What follows belongs to an exercise in optimizing a design on an open flow for a short achievable clock period and few clock cycles; a production flow would make more cautious choices.
Where RTL was checked, it was by simulation tests only, not by an equivalence proof against the original.
No activity file was given, so power comes from the tool's default toggle rates.

==> v24: inputs <==
Design Top, start of the top module:
module Top(
    input clk, rst,
    input forwardingEn,
    output [31:0] instAddr,
    input [31:0] instData,
    output wbValid,
    output [3:0] wbDest,
    output [31:0] wbData,
    input [15:0] SRAM_DQ_in,
    output [15:0] SRAM_DQ_out,
    output [17:0] SRAM_ADDR,
    output SRAM_UB_N,
    output SRAM_LB_N,
    output SRAM_WE_N,
    output SRAM_CE_N,
    output SRAM_OE_N
);
    localparam CW = 6;               
    localparam CN = 1 << CW;         
    localparam TW = 17 - CW;         
    assign {SRAM_UB_N, SRAM_LB_N, SRAM_CE_N, SRAM_OE_N} = 4'b0000;
    localparam R_ARI = 3'd0, R_AND = 3'd1, R_ORR = 3'd2, R_EOR = 3'd3,
               R_MOV = 3'd4, R_MVN = 3'd5;
    function condPass(input [3:0] c, input [3:0] f);
        reg n, z, cf, v;
        begin
            {n, z, cf, v} = f;
            case (c)
                4'b0000: condPass = z;
                4'b0001: condPass = ~z;
                4'b0010: condPass = cf;
                4'b0011: condPass = ~cf;
                4'b0100: condPass = n;
                4'b0101: condPass = ~n;
                4'b0110: condPass = v;
                4'b0111: condPass = ~v;
                4'b1000: condPass = cf & ~z;
                4'b1001: condPass = ~cf | z;
                4'b1010: condPass = (n == v);
                4'b1011: condPass = (n != v);
  ...
clock: 13.0 ns
lec_check: 0
abc_clock_period_in_ps: 3000
cap_margin: 20
core_margin: 2
core_utilization: 30
setup_slack_margin: 5
slew_margin: 20
run.sh (not shown) runs the stock make flow with config.mk's settings and CLKGATE_MAP_FILE= SYNTH_SCRIPT=/design/flow/synth_recipe.tcl, a recipe that flattens the netlist after the stock synthesis.
==> v30 (differences from v24) <==
--- a/flow/design.v
+++ b/flow/design.v
@@ -12,13 +12,13 @@
     output SRAM_UB_N,
     output SRAM_LB_N,
     output SRAM_WE_N,
     output SRAM_CE_N,
     output SRAM_OE_N
 );
-    localparam CW = 6;               
+    localparam CW = 4;               
     localparam CN = 1 << CW;         
     localparam TW = 17 - CW;         
     assign {SRAM_UB_N, SRAM_LB_N, SRAM_CE_N, SRAM_OE_N} = 4'b0000;
     localparam R_ARI = 3'd0, R_AND = 3'd1, R_ORR = 3'd2, R_EOR = 3'd3,
                R_MOV = 3'd4, R_MVN = 3'd5;
     function condPass(input [3:0] c, input [3:0] f);
@@ -42,39 +42,81 @@
                 4'b1101: condPass = z & (n != v);
                 4'b1110: condPass = 1'b1;
                 default: condPass = 1'b0;
             endcase
         end
     endfunction
+    function [32:0] ksCarry(input [32:0] g, input [32:0] p);
+        integer l, j;
+        reg [32:0] gg, pp, ng, np;
+        begin
+            gg = g; pp = p;
+            for (l = 1; l < 33; l = l * 2) begin
+                ng = gg; np = pp;
+                for (j = l; j < 33; j = j + 1) begin
+                    ng[j] = gg[j] | (pp[j] & gg[j-l]);
+                    np[j] = pp[j] & pp[j-l];
+                end
+                gg = ng; pp = np;
+            end
+            ksCarry = gg;
+        end
+    endfunction
     reg [31:0] pc;
     reg [31:0] ir, pcD;
-    reg vD;
+    reg vD, dBtb;        
     reg vE;
     reg [3:0] eCond, eDest;
     reg eS, eWb, eLoad, eStore, eBr, ePred;
     reg [2:0] eRes;
     reg eSub, eUseC, eArith;
-    reg [31:0] eA, eR, eImm, eAltPc;
+    reg [31:0] eA, eR, eImm, eTgt, eP4;
+    reg eBadTgt;
+    reg [11:0] eBpc;
     reg eUseImm;
     reg [1:0] eShT;
     reg [4:0] eShA;
     reg eFwdMA, eFwdWA, eFwdMR, eFwdWR;
     reg mWbV, mLoad, mStore;
     reg [3:0] mDest;
     reg [31:0] mRes, mSD;
     reg wV;
     reg [3:0] wDest;
     reg [31:0] wData;
     reg [3:0] flags;
     reg [31:0] rf [0:14];
+    reg [14:0] rfW;      
     assign instAddr = pc;
     assign wbValid = wV;
     assign wbDest = wDest;
     assign wbData = wData;
     wire memStall;
     wire idStall;
+    localparam BW = 3;
+    localparam BN = 1 << BW;
+    localparam BT = 12 - BW;
+    reg [BN-1:0] bV;
+    reg [BT-1:0] bTag [0:BN-1];
+    reg [31:0] bTgt [0:BN-1];
+    wire [BW-1:0] fIdx = pc[BW+1:2];
+    wire fHit = bV[fIdx] & (bTag[fIdx] == pc[13:BW+2]);
+    wire [BW-1:0] eBIdx = eBpc[BW-1:0];
+    wire bUpd = vE & eBr & ~memStall;
+    always @(posedge clk or posedge rst) begin
+        if (rst) bV <= {BN{1'b0}};
+        else if (bUpd) begin
+            if (ePass) bV[eBIdx] <= 1'b1;
+            else if (bTag[eBIdx] == eBpc[11:BW]) bV[eBIdx] <= 1'b0;
+        end
+    end
+    always @(posedge clk) begin
+        if (bUpd && ePass) begin
+            bTag[eBIdx] <= eBpc[11:BW];
+            bTgt[eBIdx] <= eTgt;
+        end
+    end
     wire [3:0] dCond = ir[31:28];
     wire [1:0] dMode = ir[27:26];
     wire dI = ir[25];
     wire [3:0] dOpc = ir[24:21];
     wire dSb = ir[20];
     wire [3:0] dRn = ir[19:16];
@@ -107,13 +149,13 @@
     end
     wire dWb = (dIsDP & ~(dOpc == 4'b1010 || dOpc == 4'b1000 || dOpc == 4'b0011)) | dLoad;
     wire dS = dIsDP & dSb;
     wire useA = vD & (dIsMem | (dIsDP & dUsesA));
     wire useR = vD & ((dIsDP & ~dI) | dStore);
     function [31:0] rfRead(input [3:0] r);
-        rfRead = (r == 4'd15) ? 32'd0 : rf[r];
+        rfRead = (r == 4'd15) ? 32'd0 : (rfW[r] ? rf[r] : {28'd0, r});
     endfunction
     wire [31:0] dA = (wV && wDest == dRn) ? wData : rfRead(dRn);
     wire [31:0] dR = (wV && wDest == dRs2) ? wData : rfRead(dRs2);
     wire [63:0] dRotD = {24'd0, ir[7:0], 24'd0, ir[7:0]} >> {ir[11:8], 1'b0};
     wire [31:0] dMemImm = {{20{ir[11]}}, ir[11:0]} - 32'd1024;
     wire [31:0] dImm = dIsMem ? dMemImm : dRotD[31:0];
@@ -127,14 +169,17 @@
     assign idStall = (useA & ((hzE & eDest == dRn) | (hzM & mDest == dRn))) |
                      (useR & ((hzE & eDest == dRs2) | (hzM & mDest == dRs2)));
     wire flagsStable = ~(vE & eS);
     wire [31:0] dPcP4 = pcD + 32'd4;
     wire [31:0] dTarget = dPcP4 + {{6{ir[23]}}, ir[23:0], 2'b00};
     wire dPred = flagsStable ? condPass(dCond, flags)
-                             : (dCond == 4'b1110 || (ir[23] && dCond != 4'b1111));
+                             : (dCond == 4'b1110 || ((ir[23] || dBtb) && dCond != 4'b1111));
     wire dTaken = vD & dIsBr & dPred;
+    wire idRedirect = vD & (dTaken ? ~dBtb : dBtb);
+    wire [31:0] idRedirPc = dTaken ? dTarget : dPcP4;
+    wire dBadTgt = (pc != dTarget);
     wire [31:0] fa = (eFwdMA & mWbV) ? mRes : (eFwdWA & wV) ? wData : eA;
     wire [31:0] fr = (eFwdMR & mWbV) ? mRes : (eFwdWR & wV) ? wData : eR;
     reg [31:0] shv;
     wire [63:0] rorD = {fr, fr} >> eShA;
     always @(*) begin
         case (eShT)
@@ -144,31 +189,35 @@
             default: shv = rorD[31:0];
         endcase
     end
     wire [31:0] b = eUseImm ? eImm : shv;
     wire [31:0] bx = eSub ? ~b : b;
     wire cin = eUseC ? flags[1] : eSub;
-    wire [32:0] sum = {1'b0, fa} + {1'b0, bx} + {32'd0, cin};
+    wire [32:0] kc = ksCarry({fa & bx, cin}, {fa ^ bx, 1'b0});
+    wire [31:0] px = fa ^ bx;
+    wire [32:0] sum = {kc[32], px ^ kc[31:0]};
+    wire zAri = &(~(px ^ {fa[30:0] | bx[30:0], cin}));
     reg [31:0] res;
     always @(*) begin
         case (eRes)
             R_ARI: res = sum[31:0];
             R_AND: res = fa & b;
             R_ORR: res = fa | b;
             R_EOR: res = fa ^ b;
             R_MVN: res = ~b;
             default: res = b;
         endcase
     end
     wire fN = res[31];
-    wire fZ = (res == 32'd0);
+    wire fZ = (eRes == R_ARI) ? zAri : (res == 32'd0);
     wire fC = eArith & (sum[32] ^ eSub);
     wire fV = eArith & (fa[31] == bx[31]) & (res[31] != fa[31]);
     wire ePass = condPass(eCond, flags);
     wire eExec = vE & ePass;
-    wire exRedirect = vE & eBr & (ePass ^ ePred) & ~memStall;
+    wire exRedirect = vE & eBr & ((ePass ^ ePred) | (ePass & eBadTgt)) & ~memStall;
+    wire [31:0] exRedirPc = ePass ? eTgt : eP4;
     wire exLoadGo = eExec & eLoad & ~memStall;    
     reg [31:0] cData [0:CN-1];
     reg [TW-1:0] cTag [0:CN-1];
     reg [CN-1:0] cValid;
     wire [16:0] mWord = mRes[18:2];
     wire [CW-1:0] mIdx = mWord[CW-1:0];
@@ -220,19 +269,15 @@
             sbCount <= 3'd0;
             sbValid <= {SBN{1'b0}};
         end else begin
             specLo <= 1'b0;
             sWeN <= 1'b1;
             if (ldPortReq) begin
-                sAddr <= {mWord, ldPortHi};
             end else if (exLoadGo) begin
-                sAddr <= {res[18:2], 1'b0};
                 specLo <= 1'b1;
             end else if (sbCount != 0) begin
-                sAddr <= {sbAddr[sbHead], wrHalf};
-                sDq <= wrHalf ? sbData[sbHead][31:16] : sbData[sbHead][15:0];
                 sWeN <= 1'b0;
                 wrHalf <= ~wrHalf;
             end
             if (mLoad) begin
                 case (ldStep)
                     2'd0: if (ldIssue0) ldStep <= specLo ? 2'd2 : 2'd1;
@@ -250,12 +295,20 @@
                 sbValid[sbTail] <= 1'b1;
             end
             sbCount <= sbCount + {2'd0, sbPush} - {2'd0, sbPop};
         end
     end
     always @(posedge clk) begin
+        if (ldPortReq) begin
+            sAddr <= {mWord, ldPortHi};
+        end else if (exLoadGo) begin
+            sAddr <= {res[18:2], 1'b0};
+        end else if (sbCount != 0) begin
+            sAddr <= {sbAddr[sbHead], wrHalf};
+            sDq <= wrHalf ? sbData[sbHead][31:16] : sbData[sbHead][15:0];
+        end
         if (mLoad && ldStep == 2'd2) loLatch <= SRAM_DQ_in;
         if (sbPush) begin
             sbAddr[sbTail] <= mWord;
             sbData[sbTail] <= mSD;
         end
         if (sbPush) begin
@@ -279,20 +332,20 @@
             mLoad <= 1'b0;
             mStore <= 1'b0;
             wV <= 1'b0;
             flags <= 4'd0;
         end else begin
             if (exRedirect) begin
-                pc <= eAltPc;
+                pc <= exRedirPc;
                 vD <= 1'b0;
             end else if (!(memStall || idStall)) begin
-                if (dTaken) begin
-                    pc <= dTarget;
+                if (idRedirect) begin
+                    pc <= idRedirPc;
                     vD <= 1'b0;
                 end else begin
-                    pc <= pc + 32'd4;
+                    pc <= fHit ? bTgt[fIdx] : pc + 32'd4;
                     vD <= 1'b1;
                 end
             end
             if (!memStall) vE <= vD & ~idStall & ~exRedirect;
             if (!memStall) begin
                 mWbV <= eExec & eWb;
@@ -304,12 +357,13 @@
         end
     end
     always @(posedge clk) begin
         if (!(memStall || idStall) && !exRedirect) begin
             ir <= instData;
             pcD <= pc;
+            dBtb <= fHit;
         end
         if (!memStall) begin
             eCond <= dCond;
             eDest <= dRd;
             eS <= dS;
             eWb <= dWb;
@@ -328,13 +382,16 @@
             eShT <= ir[6:5];
             eShA <= ir[11:7];
             eFwdMA <= dFwdMA;
             eFwdWA <= dFwdWA;
             eFwdMR <= dFwdMR;
             eFwdWR <= dFwdWR;
-            eAltPc <= dPred ? dPcP4 : dTarget;
+            eTgt <= dTarget;
+            eP4 <= dPcP4;
+            eBadTgt <= dBadTgt & dBtb;
+            eBpc <= pcD[13:2];
         end else begin
             eA <= fa;
             eR <= fr;
             eFwdMA <= 1'b0;
             eFwdWA <= 1'b0;
             eFwdMR <= 1'b0;
@@ -345,16 +402,14 @@
             mRes <= res;
             mSD <= fr;
         end
         wDest <= mDest;
         wData <= mLoad ? ldData : mRes;
     end
-    integer i;
+    always @(posedge clk) begin
+        if (wV && wDest != 4'd15) rf[wDest] <= wData;
+    end
     always @(posedge clk or posedge rst) begin
-        if (rst) begin
-            for (i = 0; i < 15; i = i + 1)
-                rf[i] <= i;
-        end else if (wV && wDest != 4'd15) begin
-            rf[wDest] <= wData;
-        end
+        if (rst) rfW <= 15'd0;
+        else if (wV && wDest != 4'd15) rfW[wDest] <= 1'b1;
     end
 endmodule
==> flow/flow/run.sh (new file) <==
#!/bin/bash
# The standard layout (the standard.sh: standard synthesis, ORFS floorplan to
# finish), with ORFS's timing repair aimed below the clock period. The SDC and
# the clock period are unchanged; only repair_timing's setup margin is raised.
set -euo pipefail
bash standard.sh SETUP_SLACK_MARGIN=9 TNS_END_PERCENT=100 finish > standard_flow.log 2>&1
==> flow/standard.sh (new file) <==
#!/bin/bash
# synth_recipe.tcl (not shown) runs the flow's synth.tcl, then flattens the netlist and writes it again
# the make line also repeats each setting of config.mk as NAME=value (left out here)
make -C /OpenROAD-flow-scripts/flow DESIGN_CONFIG=/design/flow/config.mk WORK_HOME=/design/flow/orfs CLKGATE_MAP_FILE= SYNTH_SCRIPT=/design/flow/synth_recipe.tcl "${@:-finish}"
==> flow/config.mk (replaced) <==
export PLATFORM = sky130hd
export DESIGN_NAME = Top
export DESIGN_NICKNAME = Top
export VERILOG_FILES = /design/flow/design.v
export SDC_FILE = /design/flow/constraint.sdc
export NUM_CORES = 4
export LEC_CHECK = 0
export CAP_MARGIN = 20
export CORE_MARGIN = 2
export CORE_UTILIZATION = 40
export SLEW_MARGIN = 20
removed: flow/run.sh
==> summary.md <==
| Metric | Value |
|---|---|
| Gate Count Post-Synth | `10445` |
| Simple-gate area share of the yosys netlist | `4.49%` |
| Finished layout cell area | `197000 sq um` |
| Die Y-Extent | `762 microns` |
| Status | `timing/DRC/antenna clean` |
| Num rows | `278` |
| Yosys reg bits | `roughly 3900` |
(the above is from v24)
==> summary.md <==
| Metric | Value |
|---|---|
| Yosys reg bits | `~2300` |
| Logic pwr share | `57.2%` |
| Num rows | `roughly 190` |
| Non-clock buffer share | `10.8%` |
| Gate Count Post-Synth | `about 7600` |
| Simple-gate area share of the yosys netlist | `7.12%` |
| Well Taps | `roughly 3600` |
| Global Route Usage Sum | `29.4%` |
| Drt first pass iters | `7` |
| Finished layout cell area | `139000 sq um` |
| Status | `timing/DRC/antenna clean` |
(the above is from v30)
Testbench counts of v24, summed over its fixed seeds: cycles 20,440.
For v30, only the layout was checked, not whether the RTL still works.

==> separate check: timing with driven ports <==
In the flow no input, the clock included, has a driving cell. The finished layouts below were timed again as built, in two steps.
Step 1 assumes that a clkbuf_16 drives the clock port and a buf_2 every other input.
Step 2 moves the port delays by t, midway between the first and last clock arrival at a register: inputs arrive t later, outputs are due t later. That takes back most of the time a late clock gives input paths.
Three values: ideal, step 1, step 2; two values: the first two.
run | t, ns | setup WS [ns] | hold WS [ns] | latest minus earliest clock arrival (ns) | worst slew at a driven data input, ns
v24 | 1.114 | 5.231 / 5.231 / 5.231 | 0.447 / 0.447 / 0.447 | 0.091 / 0.091 | 0.35
v30 | 1.002 | 6.439 / 6.439 / 6.439 | 0.446 / 0.446 / 0.446 | 0.152 / 0.153 | 0.19
After both steps every run listed still meets setup and hold.
